From an optimization exercise on the open Yosys and OpenROAD flow, aimed at small area and a short achievable clock period; shortcuts taken in it are not production practice.
The RTL was checked by simulation tests, not by an equivalence proof against the original design.

==> flow/design.v (outline; a module is shown in full before it is edited, if it fits) <==
// module booth_enc: 34 lines
// module floating_mult: 977 lines
// module floating_adder: 161 lines
// module pfx_add: 30 lines
// module conv_kernel: 60 lines
module conv_kernel(
  input         clk,
  input         rst_n,
  input         clear,
  input  [31:0] i_pixel,
  input  [31:0] i_weight,
  output [31:0] o_pixel
);
  // ...
==> flow/run.sh <==
#!/bin/bash
# synth_recipe.tcl (not shown) runs the flow's synth.tcl, then flattens the netlist and writes it again
# the make line also repeats each setting of config.mk as NAME=value (left out here)
make -C /OpenROAD-flow-scripts/flow DESIGN_CONFIG=/design/flow/config.mk WORK_HOME=/design/flow/orfs CLKGATE_MAP_FILE= SYNTH_SCRIPT=/design/flow/synth_recipe.tcl finish
==> flow/config.mk <==
export PLATFORM = sky130hd
export DESIGN_NAME = conv_kernel
export DESIGN_NICKNAME = conv_kernel
export VERILOG_FILES = /design/flow/design.v
export SDC_FILE = /design/flow/constraint.sdc
export NUM_CORES = 4
export LEC_CHECK = 0
export CAP_MARGIN = 20
export CORE_MARGIN = 2
export CORE_UTILIZATION = 40
export SETUP_SLACK_MARGIN = 5
export SLEW_MARGIN = 20
export TNS_END_PERCENT = 5
==> flow/constraint.sdc <==
create_clock -name core_clock -period 12.0 [get_ports {clk}]
set_input_delay 2.4000 -clock core_clock [delete_from_list [all_inputs] [get_ports {clk}]]
set_output_delay 2.4000 -clock core_clock [all_outputs]
set_load 0.01 [all_outputs]
==> impl_results.md, run 1 <==
- Number of enable flip-flop cells after synthesis: 0
- Final WL: about 170000 um
- CP Launch Type: register
- Grt ovf: 0
- CP Depth: 23
- Clock buffers: 17
- R2r endpoint: add_a[30]$_SDFF_PN0_
- Post-Synthesis Cells: 4840
- Comb_multi_in: ~3900
- Num ports: 99
- Ys async rst share: 22.3%
- Root Driver: clkbuf_16
- Nets: 5549
- DRT met1 WL: around 63000 um
- Max reg flops: 36
- Repair and plain buffers: roughly 390
- Layout area overhead: 20.7%
- Fillers: approximately 9200
- Status: complete, no violations
- Design area: 0.0462 mm^2
- Post-synth top cells: inv_1 (463), nand2_1 (334), a21oi_1 (315)
- Initial DRC count: ~5300
- Initial DRT Pass Iterations: 9
- GRT Overall Usage: between 30% and 40%
- CP max FO: 13
- Largest net degree at the start of global routing: 56
- Hold Path Depth: 1
- # DRC: 0
- RSZ-0062 raised after global routing: yes
- Synth top area share: between 10% and 20%
- DP HPWL: 116000 um
- Fraction of area in multi-input gates: between 70 and 80%
- Core ar.: ~0.095 mm^2
- Reg-to-Reg Start: mult_a[17]$_DFF_P_
- Initial Util: 40.3%
- Layout cells sized above 1: a little under a fifth
- Cts hold-fix bufs: 0
- Hold path startpoint: add_b[24]$_DFFE_PN0P_
- CP Class: register to register
- Setup slack after layout: 5000 ps
- Register with the most flip-flops: mult_b_bd
- Worst path cell trace: buf_12, a22oi_2, xnor2_2, fa_1, inv_1, fa_1, fa_1, fa_1, fa_1, inv_1, ha_1, nor2b_1, o21ai_1, nand2b_1, a21oi_2, nor2b_1, or4_4, o21ai_4, nor3b_4, nor3_4, buf_4, and3b_2, a221oi_1
- Initial antenna violation count: 2
==> module floating_adder, before the edit <==
module floating_adder (
  input  [31:0] a,
  input  [31:0] b,
  output [31:0] r
);
wire        sa = a[31];
wire        sb = b[31];
wire [7:0]  ea = a[30:23];
wire [7:0]  eb = b[30:23];
wire [22:0] fa = a[22:0];
wire [22:0] fb = b[22:0];
wire [23:0] ma = {1'b1, fa};
wire [23:0] mb = {1'b1, fb};
wire a_zero = (ea == 8'd0);
wire b_zero = (eb == 8'd0);
wire a_max  = (ea == 8'hFF);
wire b_max  = (eb == 8'hFF);
wire a_inf  = a_max && (fa == 23'd0);
wire b_inf  = b_max && (fb == 23'd0);
wire a_nan  = a_max && (fa != 23'd0);
wire b_nan  = b_max && (fb != 23'd0);
wire sub = sa ^ sb;
wire [8:0] dab  = {1'b0, ea} - {1'b0, eb};
wire [8:0] dba  = {1'b0, eb} - {1'b0, ea};
wire       a_ge = ~dab[8];
wire [7:0]  ex = a_ge ? ea : eb;
wire        sx = a_ge ? sa : sb;
wire [23:0] mx = a_ge ? ma : mb;
function [4:0] tz24;
  input [23:0] v;
  integer i;
  begin
    tz24 = 5'd23;
    for (i = 22; i >= 0; i = i - 1)
      if (v[i]) tz24 = i[4:0];
  end
endfunction
wire [4:0] tza = tz24(ma);
wire [4:0] tzb = tz24(mb);
wire [26:0] a27   = {ma, 3'b000};
wire [26:0] b27   = {mb, 3'b000};
wire        bigab = (dab[7:0] >= 8'd27);
wire        bigba = (dba[7:0] >= 8'd27);
wire [26:0] b_sh  = bigab ? 27'd0 : (b27 >> dab[4:0]);
wire [26:0] a_sh  = bigba ? 27'd0 : (a27 >> dba[4:0]);
wire        stb   = (dab[7:0] > ({3'd0, tzb} + 8'd2));
wire        sta   = (dba[7:0] > ({3'd0, tza} + 8'd2));
wire [26:0] y_al  = a_ge ? {b_sh[26:1], b_sh[0] | stb} : {a_sh[26:1], a_sh[0] | sta};
wire [23:0] zh = sub ? ~y_al[26:3] : y_al[26:3];
wire [2:0]  yl = y_al[2:0];
wire [3:0]  lo = sub ? ({1'b0, ~yl} + 4'd1) : {1'b0, yl};
wire [2:0]  tl = lo[2:0];
wire        c3 = lo[3];
wire [24:0] h0 = {1'b0, mx} + {1'b0, zh};
wire [25:0] h1w = {1'b0, mx, 1'b1} + {1'b0, zh, 1'b1};
wire [24:0] h1  = h1w[25:1];
wire [24:0] h  = c3 ? h1 : h0;
wire caseR = ~sub & h0[24];
wire caseL = sub & ~h[23];
wire caseN = ~caseR & ~caseL;
wire        rR   = h0[0] & ((|tl) | h0[1]);
wire [22:0] fR   = rR ? h1[23:1] : h0[23:1];
wire        rN   = tl[2] & (tl[1] | tl[0] | h0[0]);
wire [22:0] fN   = (rN | c3) ? h1[22:0] : h0[22:0];
wire        oN   = rN & ~c3 & ~h1[23];
wire        rL   = tl[1] & (tl[0] | tl[2]);
wire [22:0] fL   = (rL & tl[2]) ? {h1[21:0], 1'b0} : {h[21:0], tl[2] | rL};
wire        oL   = rL & tl[2] & ~h1[22];
wire [7:0] exm1  = ex - 8'd1;
wire [7:0] exp1  = ex + 8'd1;
wire       ex254 = (ex == 8'd254);
wire       ex1   = (ex == 8'd1);
wire [30:0] pR  = ex254 ? {8'hFF, 23'd0} : {exp1, fR};
wire [30:0] pN0 = {ex, fN};
wire [30:0] pN1 = ex254 ? {8'hFF, 23'd0} : {exp1, 23'd0};
wire [30:0] pL0 = ex1 ? 31'd0 : {exm1, fL};
wire [30:0] pL1 = {ex, 23'd0};
wire [30:0] pfar = ({31{caseR}}               & pR)
                 | ({31{caseN & ~oN}}         & pN0)
                 | ({31{caseN &  oN}}         & pN1)
                 | ({31{caseL & ~oL}}         & pL0)
                 | ({31{caseL &  oL}}         & pL1);
wire [31:0] rfar = {sx, pfar};
wire        e_eq = (ea == eb);
wire        e_a1 = (dab == 9'd1);
wire        e_b1 = (dba == 9'd1);
wire [25:0] cab  = {1'b0, ma, 1'b0} - {2'b00, mb};
wire [25:0] cba  = {1'b0, mb, 1'b0} - {2'b00, ma};
wire [25:0] cea  = {1'b0, ma, 1'b0} - {1'b0, mb, 1'b0};
wire [25:0] ceb  = {1'b0, mb, 1'b0} - {1'b0, ma, 1'b0};
wire        eneg = cea[25];
wire d0   = ~(ea[0] ^ eb[0]);
wire a_gt = (ea > eb);
wire [24:0] c1 = a_gt ? cab[24:0] : cba[24:0];
wire [24:0] c0 = eneg ? ceb[24:0] : cea[24:0];
wire [24:0] c  = d0 ? c0 : c1;
wire        cs = d0 ? (eneg ? sb : sa) : (a_gt ? sa : sb);
wire [31:0] cz = {c, 7'h7F};
reg  [15:0] v1;  reg [15:0] l1;
reg  [7:0]  v2;  reg [15:0] l2;
reg  [3:0]  v3;  reg [11:0] l3;
reg  [1:0]  v4;  reg [7:0]  l4;
reg  [4:0]  clz;
integer k;
always @(*) begin
  for (k = 0; k < 16; k = k + 1) begin
    v1[k] = cz[2*k+1] | cz[2*k];
    l1[k] = ~cz[2*k+1];
  end
  for (k = 0; k < 8; k = k + 1) begin
    v2[k] = v1[2*k+1] | v1[2*k];
    l2[2*k+1 -: 2] = v1[2*k+1] ? {1'b0, l1[2*k+1]} : {1'b1, l1[2*k]};
  end
  for (k = 0; k < 4; k = k + 1) begin
    v3[k] = v2[2*k+1] | v2[2*k];
    l3[3*k+2 -: 3] = v2[2*k+1] ? {1'b0, l2[4*k+3 -: 2]} : {1'b1, l2[4*k+1 -: 2]};
  end
  for (k = 0; k < 2; k = k + 1) begin
    v4[k] = v3[2*k+1] | v3[2*k];
    l4[4*k+3 -: 4] = v3[2*k+1] ? {1'b0, l3[6*k+5 -: 3]} : {1'b1, l3[6*k+2 -: 3]};
  end
  clz = v4[1] ? {1'b0, l4[7:4]} : {1'b1, l4[3:0]};
end
wire [24:0] n16 = clz[4] ? {c[8:0], 16'd0} : c;
wire [24:0] n8  = clz[3] ? {n16[16:0], 8'd0} : n16;
wire [24:0] n4  = clz[2] ? {n8[20:0], 4'd0} : n8;
wire [24:0] n2  = clz[1] ? {n4[22:0], 2'd0} : n4;
wire [24:0] cn  = clz[0] ? {n2[23:0], 1'b0} : n2;
wire [8:0]  ce  = {1'b0, ex} - {4'd0, clz};
wire        czero = e_eq && (fa == fb);
reg [31:0] rclose;
always @(*) begin
  if (czero)
    rclose = 32'd0;
  else if (ce[8] || ce[7:0] == 8'd0)
    rclose = {cs, 31'd0};
  else
    rclose = {cs, ce[7:0], cn[23:1]};
end
wire use_close = sub && (e_eq || e_a1 || e_b1) && !c[24];
reg [31:0] res;
always @(*) begin
  if (a_nan || b_nan || (a_inf && b_inf && (sa != sb)))
    res = 32'h7FC00000;
  else if (a_inf)
    res = a;
  else if (b_inf)
    res = b;
  else if (a_zero && b_zero)
    res = {sa & sb, 31'd0};
  else if (b_zero)
    res = a;
  else if (a_zero)
    res = b;
  else if (use_close)
    res = rclose;
  else
    res = rfar;
end
assign r = res;
endmodule
==> module conv_kernel, before the edit <==
module conv_kernel(
  input         clk,
  input         rst_n,
  input         clear,
  input  [31:0] i_pixel,
  input  [31:0] i_weight,
  output [31:0] o_pixel
);
reg  [31:0] mult_a;
reg         mult_b_s;
reg  [7:0]  mult_b_e;
reg         mult_b_fz;
reg  [4:0]  mult_b_tz;
reg  [35:0] mult_b_bd;
reg  [31:0] add_a;
reg  [31:0] add_b;
wire [31:0] product;
wire [31:0] sum;
wire        w_s;
wire [7:0]  w_e;
wire        w_fz;
wire [4:0]  w_tz;
wire [35:0] w_bd;
booth_enc U_booth_enc (.b(i_weight), .sb(w_s), .eb(w_e), .fbz(w_fz), .tzb(w_tz), .bd(w_bd));
reg run;
always @(posedge clk, negedge rst_n) begin
  if (!rst_n)
    run <= 1'b0;
  else
    run <= 1'b1;
end
always @(posedge clk) begin
  mult_a    <= i_pixel;
  mult_b_s  <= w_s;
  mult_b_e  <= w_e;
  mult_b_fz <= w_fz;
  mult_b_tz <= w_tz;
  mult_b_bd <= w_bd;
end
always @(posedge clk) begin
  if (clear || !run)
    add_a <= 32'b0;
  else
    add_a <= product;
end
always @(posedge clk, negedge rst_n) begin
  if (!rst_n)
    add_b <= 32'b0;
  else if (clear || !run)
    add_b <= 32'b0;
  else
    add_b <= sum;
end
assign o_pixel = add_b;
floating_mult U_floating_mult (
  .a(mult_a), .sb(mult_b_s), .eb(mult_b_e), .fbz(mult_b_fz), .tzb(mult_b_tz), .bd(mult_b_bd),
  .r(product)
);
floating_adder U_floating_adder (.a(add_a), .b(add_b), .r(sum));
endmodule
==> inputs of run 2 (changes only) <==
--- a/flow/design.v
+++ b/flow/design.v
@@ -953,34 +953,27 @@
 wire t_s587 = t_s497 ^ t_c414 ^ t_c496;
 wire t_c588 = (t_s497 & t_c414) | (t_s497 & t_c496) | (t_c414 & t_c496);
 wire t_s589 = t_s499 ^ t_c498 ^ 1'b1;
 wire t_c590 = (t_s499 & t_c498) | (t_s499 & 1'b1) | (t_c498 & 1'b1);
 wire t_s591 = ps11 ^ ma[23] ^ t_c500;
 wire t_c592 = (ps11 & ma[23]) | (ps11 & t_c500) | (ma[23] & t_c500);
 wire [47:0] r1 = {t_s591, t_s589, t_s587, t_s585, t_s583, t_s581, t_s579, t_s577, t_s575, t_s573, t_s571, t_s569, t_s567, t_s565, t_s563, t_s561, t_s559, t_s557, t_s555, t_s553, t_s551, t_s549, t_s547, t_s545, t_s543, t_s541, t_s539, t_s537, t_s535, t_s533, t_s531, t_s529, t_s527, t_s525, t_s523, t_s521, t_s519, t_s517, t_s515, t_s513, t_s511, t_s509, t_s507, t_s505, t_s503, t_s501, pp0_1, pp0_0};
 wire [47:0] r2 = {t_c590, t_c588, t_c586, t_c584, t_c582, t_c580, t_c578, t_c576, t_c574, t_c572, t_c570, t_c568, t_c566, t_c564, t_c562, t_c560, t_c558, t_c556, t_c554, t_c552, t_c550, t_c548, t_c546, t_c544, t_c542, t_c540, t_c538, t_c536, t_c534, t_c532, t_c530, t_c528, t_c526, t_c524, t_c522, t_c520, t_c518, t_c516, t_c514, t_c512, t_c510, t_c508, t_c506, t_c504, t_c502, bd[3], 1'b0, bd[0]};
-wire [22:0] lo;
-pfx_add #(.N(22)) u_lo (.a(r1[21:0]), .b(r2[21:0]), .ci(1'b0), .s(lo));
+wire [22:0] lo = {1'b0, r1[21:0]} + {1'b0, r2[21:0]};
 wire        c22 = lo[22];
 wire [25:0] w1_s = {(r1[47] ^ r2[47]), (r1[46] ^ r2[46]), (r1[45] ^ r2[45]), (r1[44] ^ r2[44]), (r1[43] ^ r2[43]), (r1[42] ^ r2[42]), (r1[41] ^ r2[41]), (r1[40] ^ r2[40]), (r1[39] ^ r2[39]), (r1[38] ^ r2[38]), (r1[37] ^ r2[37]), (r1[36] ^ r2[36]), (r1[35] ^ r2[35]), (r1[34] ^ r2[34]), (r1[33] ^ r2[33]), (r1[32] ^ r2[32]), (r1[31] ^ r2[31]), (r1[30] ^ r2[30]), (r1[29] ^ r2[29]), (r1[28] ^ r2[28]), (r1[27] ^ r2[27]), (r1[26] ^ r2[26]), (r1[25] ^ r2[25]), (r1[24] ^ r2[24]), (r1[23] ^ r2[23]), ~(r1[22] ^ r2[22])};
 wire [25:0] w1_c = {(r1[46] & r2[46]), (r1[45] & r2[45]), (r1[44] & r2[44]), (r1[43] & r2[43]), (r1[42] & r2[42]), (r1[41] & r2[41]), (r1[40] & r2[40]), (r1[39] & r2[39]), (r1[38] & r2[38]), (r1[37] & r2[37]), (r1[36] & r2[36]), (r1[35] & r2[35]), (r1[34] & r2[34]), (r1[33] & r2[33]), (r1[32] & r2[32]), (r1[31] & r2[31]), (r1[30] & r2[30]), (r1[29] & r2[29]), (r1[28] & r2[28]), (r1[27] & r2[27]), (r1[26] & r2[26]), (r1[25] & r2[25]), (r1[24] & r2[24]), (r1[23] & r2[23]), (r1[22] | r2[22]), 1'b0};
-wire [26:0] w1_x;
-pfx_add #(.N(26)) u_w1 (.a(w1_s), .b(w1_c), .ci(1'b0), .s(w1_x));
-wire [25:0] w1 = w1_x[25:0];
+wire [25:0] w1 = w1_s + w1_c;
 wire [25:0] w2_s = {(r1[47] ^ r2[47]), (r1[46] ^ r2[46]), (r1[45] ^ r2[45]), (r1[44] ^ r2[44]), (r1[43] ^ r2[43]), (r1[42] ^ r2[42]), (r1[41] ^ r2[41]), (r1[40] ^ r2[40]), (r1[39] ^ r2[39]), (r1[38] ^ r2[38]), (r1[37] ^ r2[37]), (r1[36] ^ r2[36]), (r1[35] ^ r2[35]), (r1[34] ^ r2[34]), (r1[33] ^ r2[33]), (r1[32] ^ r2[32]), (r1[31] ^ r2[31]), (r1[30] ^ r2[30]), (r1[29] ^ r2[29]), (r1[28] ^ r2[28]), (r1[27] ^ r2[27]), (r1[26] ^ r2[26]), (r1[25] ^ r2[25]), (r1[24] ^ r2[24]), ~(r1[23] ^ r2[23]), (r1[22] ^ r2[22])};
 wire [25:0] w2_c = {(r1[46] & r2[46]), (r1[45] & r2[45]), (r1[44] & r2[44]), (r1[43] & r2[43]), (r1[42] & r2[42]), (r1[41] & r2[41]), (r1[40] & r2[40]), (r1[39] & r2[39]), (r1[38] & r2[38]), (r1[37] & r2[37]), (r1[36] & r2[36]), (r1[35] & r2[35]), (r1[34] & r2[34]), (r1[33] & r2[33]), (r1[32] & r2[32]), (r1[31] & r2[31]), (r1[30] & r2[30]), (r1[29] & r2[29]), (r1[28] & r2[28]), (r1[27] & r2[27]), (r1[26] & r2[26]), (r1[25] & r2[25]), (r1[24] & r2[24]), (r1[23] | r2[23]), (r1[22] & r2[22]), 1'b0};
-wire [26:0] w2_x;
-pfx_add #(.N(26)) u_w2 (.a(w2_s), .b(w2_c), .ci(1'b0), .s(w2_x));
-wire [25:0] w2 = w2_x[25:0];
+wire [25:0] w2 = w2_s + w2_c;
 wire [25:0] w3_s = {(r1[47] ^ r2[47]), (r1[46] ^ r2[46]), (r1[45] ^ r2[45]), (r1[44] ^ r2[44]), (r1[43] ^ r2[43]), (r1[42] ^ r2[42]), (r1[41] ^ r2[41]), (r1[40] ^ r2[40]), (r1[39] ^ r2[39]), (r1[38] ^ r2[38]), (r1[37] ^ r2[37]), (r1[36] ^ r2[36]), (r1[35] ^ r2[35]), (r1[34] ^ r2[34]), (r1[33] ^ r2[33]), (r1[32] ^ r2[32]), (r1[31] ^ r2[31]), (r1[30] ^ r2[30]), (r1[29] ^ r2[29]), (r1[28] ^ r2[28]), (r1[27] ^ r2[27]), (r1[26] ^ r2[26]), (r1[25] ^ r2[25]), (r1[24] ^ r2[24]), ~(r1[23] ^ r2[23]), ~(r1[22] ^ r2[22])};
 wire [25:0] w3_c = {(r1[46] & r2[46]), (r1[45] & r2[45]), (r1[44] & r2[44]), (r1[43] & r2[43]), (r1[42] & r2[42]), (r1[41] & r2[41]), (r1[40] & r2[40]), (r1[39] & r2[39]), (r1[38] & r2[38]), (r1[37] & r2[37]), (r1[36] & r2[36]), (r1[35] & r2[35]), (r1[34] & r2[34]), (r1[33] & r2[33]), (r1[32] & r2[32]), (r1[31] & r2[31]), (r1[30] & r2[30]), (r1[29] & r2[29]), (r1[28] & r2[28]), (r1[27] & r2[27]), (r1[26] & r2[26]), (r1[25] & r2[25]), (r1[24] & r2[24]), (r1[23] | r2[23]), (r1[22] | r2[22]), 1'b0};
-wire [26:0] w3_x;
-pfx_add #(.N(26)) u_w3 (.a(w3_s), .b(w3_c), .ci(1'b0), .s(w3_x));
-wire [25:0] w3 = w3_x[25:0];
+wire [25:0] w3 = w3_s + w3_c;
 wire [25:0] su = c22 ? w2 : w1;
 wire [25:0] sn = c22 ? w3 : w2;
 function [4:0] tz24;
   input [23:0] v;
   integer i;
   begin
     tz24 = 5'd23;
     for (i = 22; i >= 0; i = i - 1)
@@ -1076,26 +1069,25 @@
 wire        oN   = rN & ~c3 & ~h1[23];
 wire        rL   = tl[1] & (tl[0] | tl[2]);
 wire [22:0] fL   = (rL & tl[2]) ? {h1[21:0], 1'b0} : {h[21:0], tl[2] | rL};
 wire        oL   = rL & tl[2] & ~h1[22];
 wire [7:0] exm1  = ex - 8'd1;
 wire [7:0] exp1  = ex + 8'd1;
 wire       ex254 = (ex == 8'd254);
 wire       ex1   = (ex == 8'd1);
-wire [30:0] pR  = ex254 ? {8'hFF, 23'd0} : {exp1, fR};
-wire [30:0] pN0 = {ex, fN};
-wire [30:0] pN1 = ex254 ? {8'hFF, 23'd0} : {exp1, 23'd0};
-wire [30:0] pL0 = ex1 ? 31'd0 : {exm1, fL};
-wire [30:0] pL1 = {ex, 23'd0};
-wire [30:0] pfar = ({31{caseR}}               & pR)
-                 | ({31{caseN & ~oN}}         & pN0)
-                 | ({31{caseN &  oN}}         & pN1)
-                 | ({31{caseL & ~oL}}         & pL0)
-                 | ({31{caseL &  oL}}         & pL1);
+wire [22:0] mR = ex254 ? 23'd0 : fR;
+wire [22:0] mN = fN;
+wire [22:0] mL = ex1 ? 23'd0 : fL;
+wire [7:0]  eR = ex254 ? 8'hFF : exp1;
+wire [7:0]  eN = oN ? eR : ex;
+wire [7:0]  eL = oL ? ex : (ex1 ? 8'd0 : exm1);
+wire [30:0] pfar = ({31{caseR}} & {eR, mR})
+                 | ({31{caseN}} & {eN, mN})
+                 | ({31{caseL}} & {eL, mL});
 wire [31:0] rfar = {sx, pfar};
 wire        e_eq = (ea == eb);
 wire        e_a1 = (dab == 9'd1);
 wire        e_b1 = (dba == 9'd1);
 wire [25:0] cab  = {1'b0, ma, 1'b0} - {2'b00, mb};
 wire [25:0] cba  = {1'b0, mb, 1'b0} - {2'b00, ma};
 wire [25:0] cea  = {1'b0, ma, 1'b0} - {1'b0, mb, 1'b0};
 wire [25:0] ceb  = {1'b0, mb, 1'b0} - {1'b0, ma, 1'b0};
@@ -1165,46 +1157,16 @@
     res = b;
   else if (use_close)
     res = rclose;
   else
     res = rfar;
 end
 assign r = res;
 endmodule
-module pfx_add #(parameter N = 26, parameter L = 5) (
-  input  [N-1:0] a,
-  input  [N-1:0] b,
-  input          ci,
-  output [N:0]   s
-);
-wire [N-1:0] p0 = a ^ b;
-wire [N-1:0] g0 = (a & b) | {{(N-1){1'b0}}, p0[0] & ci};
-wire [N-1:0] gl [0:L];
-wire [N-1:0] pl [0:L];
-assign gl[0] = g0;
-assign pl[0] = p0;
-genvar l, i;
-generate
-  for (l = 0; l < L; l = l + 1) begin : lev
-    for (i = 0; i < N; i = i + 1) begin : bit_
-      if ((i >> l) & 1) begin : comb
-        localparam integer J = ((i >> l) << l) - 1;
-        assign gl[l+1][i] = gl[l][i] | (pl[l][i] & gl[l][J]);
-        assign pl[l+1][i] = pl[l][i] & pl[l][J];
-      end else begin : pass
-        assign gl[l+1][i] = gl[l][i];
-        assign pl[l+1][i] = pl[l][i];
-      end
-    end
-  end
-endgenerate
-wire [N:0] cy = {gl[L], ci};
-assign s = {cy[N], p0 ^ cy[N-1:0]};
-endmodule
 module conv_kernel(
   input         clk,
   input         rst_n,
   input         clear,
   input  [31:0] i_pixel,
   input  [31:0] i_weight,
   output [31:0] o_pixel
 );
@@ -1219,44 +1181,44 @@
 wire [31:0] product;
 wire [31:0] sum;
 wire        w_s;
 wire [7:0]  w_e;
 wire        w_fz;
 wire [4:0]  w_tz;
 wire [35:0] w_bd;
 booth_enc U_booth_enc (.b(i_weight), .sb(w_s), .eb(w_e), .fbz(w_fz), .tzb(w_tz), .bd(w_bd));
-reg run;
 always @(posedge clk, negedge rst_n) begin
-  if (!rst_n)
-    run <= 1'b0;
-  else
-    run <= 1'b1;
-end
-always @(posedge clk) begin
-  mult_a    <= i_pixel;
-  mult_b_s  <= w_s;
-  mult_b_e  <= w_e;
-  mult_b_fz <= w_fz;
-  mult_b_tz <= w_tz;
-  mult_b_bd <= w_bd;
-end
-always @(posedge clk) begin
-  if (clear || !run)
-    add_a <= 32'b0;
-  else
-    add_a <= product;
+  if (!rst_n) begin
+    mult_a    <= 32'b0;
+    mult_b_s  <= 1'b0;
+    mult_b_e  <= 8'b0;
+    mult_b_fz <= 1'b0;
+    mult_b_tz <= 5'b0;
+    mult_b_bd <= 36'b0;
+  end else begin
+    mult_a    <= i_pixel;
+    mult_b_s  <= w_s;
+    mult_b_e  <= w_e;
+    mult_b_fz <= w_fz;
+    mult_b_tz <= w_tz;
+    mult_b_bd <= w_bd;
+  end
 end
 always @(posedge clk, negedge rst_n) begin
-  if (!rst_n)
+  if (!rst_n) begin
+    add_a <= 32'b0;
     add_b <= 32'b0;
-  else if (clear || !run)
+  end else if (clear) begin
+    add_a <= 32'b0;
     add_b <= 32'b0;
-  else
+  end else begin
+    add_a <= product;
     add_b <= sum;
+  end
 end
 assign o_pixel = add_b;
 floating_mult U_floating_mult (
   .a(mult_a), .sb(mult_b_s), .eb(mult_b_e), .fbz(mult_b_fz), .tzb(mult_b_tz), .bd(mult_b_bd),
   .r(product)
 );
 floating_adder U_floating_adder (.a(add_a), .b(add_b), .r(sum));
 endmodule
==> impl_results.md, run 2 <==
- Clock sink count: 147
- Post-Route Skew: ~35 ps
- GPL Wtd Cong: 1.03
- Hold path startpoint: mult_a[31]$_DFF_PN0_
- Ys async rst share: 100% (+78 points)
- Num ports: 99 (unchanged)
- Skew-Pair Late Insertion Delay: 510 ps
- Reg-to-Reg Start: add_a[21]$_DFF_PN0_
- Status: complete, no violations
- WP data required: 12360 ps
- Worst-path clk slew: 70 ps
- Most common cell after layout, fill and taps aside: inv_1
- Synthesized area: approximately 0.038 mm^2
- Setup slack after layout: 5020 ps (+23.4 ps)
- Layout cells sized above 1: 16.0% (-2.5 points)
- Cell taking the most area after synthesis: fa_1
- Fin. Hold Viols: 0
- Top-count cell post-synth: inv_1
- CP Class: register to register
- Row count: 112
- Vias in the first global route: 37600
- Initial Util: 40.4% (+0.11 points)
- FMAX: 143 MHz
- Max reg flops: 36 (unchanged)
- Slew @ Worst Pin: 1270 ps
- Synth top area share: 13.9% (-0.32 points)
- Max H-tree Level: 4
- Die Y: 312 um
- Post-Synthesis Cells: 4823 (-0.35%)
- Post-synth top cells: inv_1 (446), nand2_1 (359), a21oi_1 (356)
- Fillers: 9446 (+2.8%)
- Number of enable flip-flop cells after synthesis: 0 (unchanged)
- Crit. End Element: register
- Dpl ws: between 3000 and 4000 ps
- # DRC: 0 (unchanged)
- CTS tree: done
- Register with the most flip-flops: mult_b_bd
- Synth cell types: ~120
- Synth Register Bits: ~150
- GRT Overall Usage: 32.2% (-0.17 points)
- Register area share after synthesis: 9.72%
- Top FF cell, synth: dfrtp_1
- Setup tns final: 0 ps
- Top cell by count, worst path: a21oi_1
- Initial DRC count: 5106 (-2.8%)
- Final Slew Violations: 0
- Fin crit period: 6980 ps
- TritonCTS buffer count: 17
- Vias per inst: 6.40
- Syn Area/Cell: 7.85 um^2
- Post-route ant nets: 0
- Nets: 5531 (-0.32%)
- DP HPWL: 119000 um (+2.3%)
- YS warnings: 4
- Worst Path Buf+Inv: 3
- CP max FO: 20 (+7)
- Grt ovf: 0 (unchanged)
- RSZ-0062 raised after global routing: yes
- Width of the chip: 312 um
- Normalized max-slew margin: between 10% and 20%
- Core ar.: 0.0936 mm^2 (-1.3%)
- Largest net degree at the start of global routing: 52 (-7.1%)
- Part of the cycle the worst path needs: about three fifths
- Main area contributors after synthesis: fa_1 (14%), ha_1 (9.8%), dfrtp_1 (9.7%), xnor2_1 (7.5%), a22oi_1 (6.0%)
- Routed wire per std cell: 26.7 um
- CP delay by family, top: compound AO/OA/AOI/OAI gates
- Hold WC Path Type: register to register
- Initial antenna violation count: 4 (+2)
- Via count: ~40000
- Clock tree buffer depth: 2
- Crit path from: add_a[21]$_DFF_PN0_
- CP Launch Type: register
- Initial DRT Pass Iterations: 9 (unchanged)
- Non-filler cells, final: 6175
- Root Driver: clkbuf_16
- Port Buffers: 98
- Commonest non-fill, non-tap cells in the layout: inv_1 (433), nand2_1 (349), a21oi_1 (332)
- Max incr delay on CP: 550 ps
- Max-cap violations: 0
- Critical Path AT: around 7300 ps
- Cells after DPL: 5926
- Critical-path top delay cell: dfrtp_2
- First-pass GRT wire length: 240000 um
- Layout area overhead: 16.9%
- Cts hold-fix bufs: 0 (unchanged)
- Final WL: 165000 um (-2.7%)
- Final setup fails: 0
- Final core occ: about 47%
- Die area: between 0.09 and 0.1 mm^2
-- run 2: changes by cell type after synthesis, moves of 24 or more --
| cell | change |
|---|---|
| nor3_1 | -24 |
| a21o_1 | +27 |
| a21oi_1 | +41 |
| mux2_2 | -34 |
| nand2_1 | +25 |
| dfrtp_1 | +114 |
| dfxtp_1 | -115 |
| nor2_1 | +56 |
-- run 2: worst min-delay path, delay by kind of cell, from the launching register on --
kind / cells / cell delay, ps
flops: 1 / 340
xor+xnor: 1 / 120
simple gates: 1 / 50
-- run 2: repair_timing --
item	CTS	global route
gates resized for setup	241	304
cloned	4	4
endpoints found under the setup margin	62	62
pin swaps	30	75
setup buffers	74	133
-- run 2: layout make-up --
class | instances | area, um^2 | share of cell area [%]
Multi-Input combinational cell | 3872 | 32800 | 74.2
Clock inverter | 11 | 129 | 0.291
Sequential cell | 147 | 3760 | 8.50
Tap cell | 1254 | 1570 | 3.55
Inverter | 465 | 1810 | 4.10
Antenna cell | 3 | 7.51 | 0.0170
Timing Repair Buffer | 403 | 3690 | 8.33
Clock buffer | 20 | 447 | 1.01
-- run 2: per-stage QoR --
stage               instance area [um^2]  hold WS [ps]
global placement                   39700           540
floorplan                          37900           502
global route                       44200           586
detailed placement                 39700           540
CTS                                41800           556
finish                             44300           546
-- run 2: per-layer routing --
layer | up-vias | wire length, um | share of wire, % | track usage, %
met2 | 2545 | 72000 | 44 | 49.9
met4 | 0 | 11300 | 6.8 | 18.9
li1 | 17300 | - | - | -
met5 | - | 0 | 0 | 0
met1 | 19200 | 64900 | 39 | 41.8
met3 | 531 | 16400 | 10 | 6.03
-- run 2: cells by family (layout without fill, tap and decap cells) --
logic type | count (synthesis) | after routing | share of synthesized area, %
AOI/OAI and AO/OA | 1491 | 1494 | 26.5
adders and majority gates | 558 | 558 | 23.7
and+or+nand+nor | 1150 | 1151 | 14.6
xor gates and xnor gates | 482 | 482 | 11.2
buffers and inverters | 809 | 899 | 8.52
DFF | 147 | 147 | 9.72
muxes | 185 | 185 | 5.77
other | 1 | 5 | 0.00991
-- run 2: worst paths after layout --
path / slack [ps] / cells past startpoint / endpoint
min in group asynchronous: 1810 / 1 / mult_b_bd[14]$_DFF_PN0_
max reg2reg: 5020 / 34 / add_b[19]$_DFFE_PN0P_
max: 5020 / 34 / add_b[19]$_DFFE_PN0P_
min reg2reg: 550 / 2 / add_a[31]$_DFF_PN0_
max in group asynchronous: 8320 / 3 / add_b[14]$_DFFE_PN0P_
min: 550 / 2 / add_a[31]$_DFF_PN0_

re-timing with driven ports:
The results above use ideal ports. As a check the final layouts listed here were re-extracted and re-timed, cells and wires unchanged.
Step 1, drivers: a clkbuf_16 drives clk and a buf_2 each remaining input, both assumed.
Step 2 also shifts input and output timing later by t, the mid clock arrival at the registers, as if the neighbouring blocks saw the same clock.
a / b / c = ideal / step 1 / step 2; a / b = the first two.
run	t (ns)	setup slack, ns	hold slack, ns	worst register clock-pin slew, ns	cell pins on the clock port's net
run 1	0.575	5.002 / 5.002 / 5.002	0.651 / 0.651 / 0.651	0.10 / 0.10	1
run 2	0.559	5.025 / 5.025 / 5.025	0.546 / 0.546 / 0.546	0.09 / 0.09	1
After both steps setup and hold are still met in every run listed.
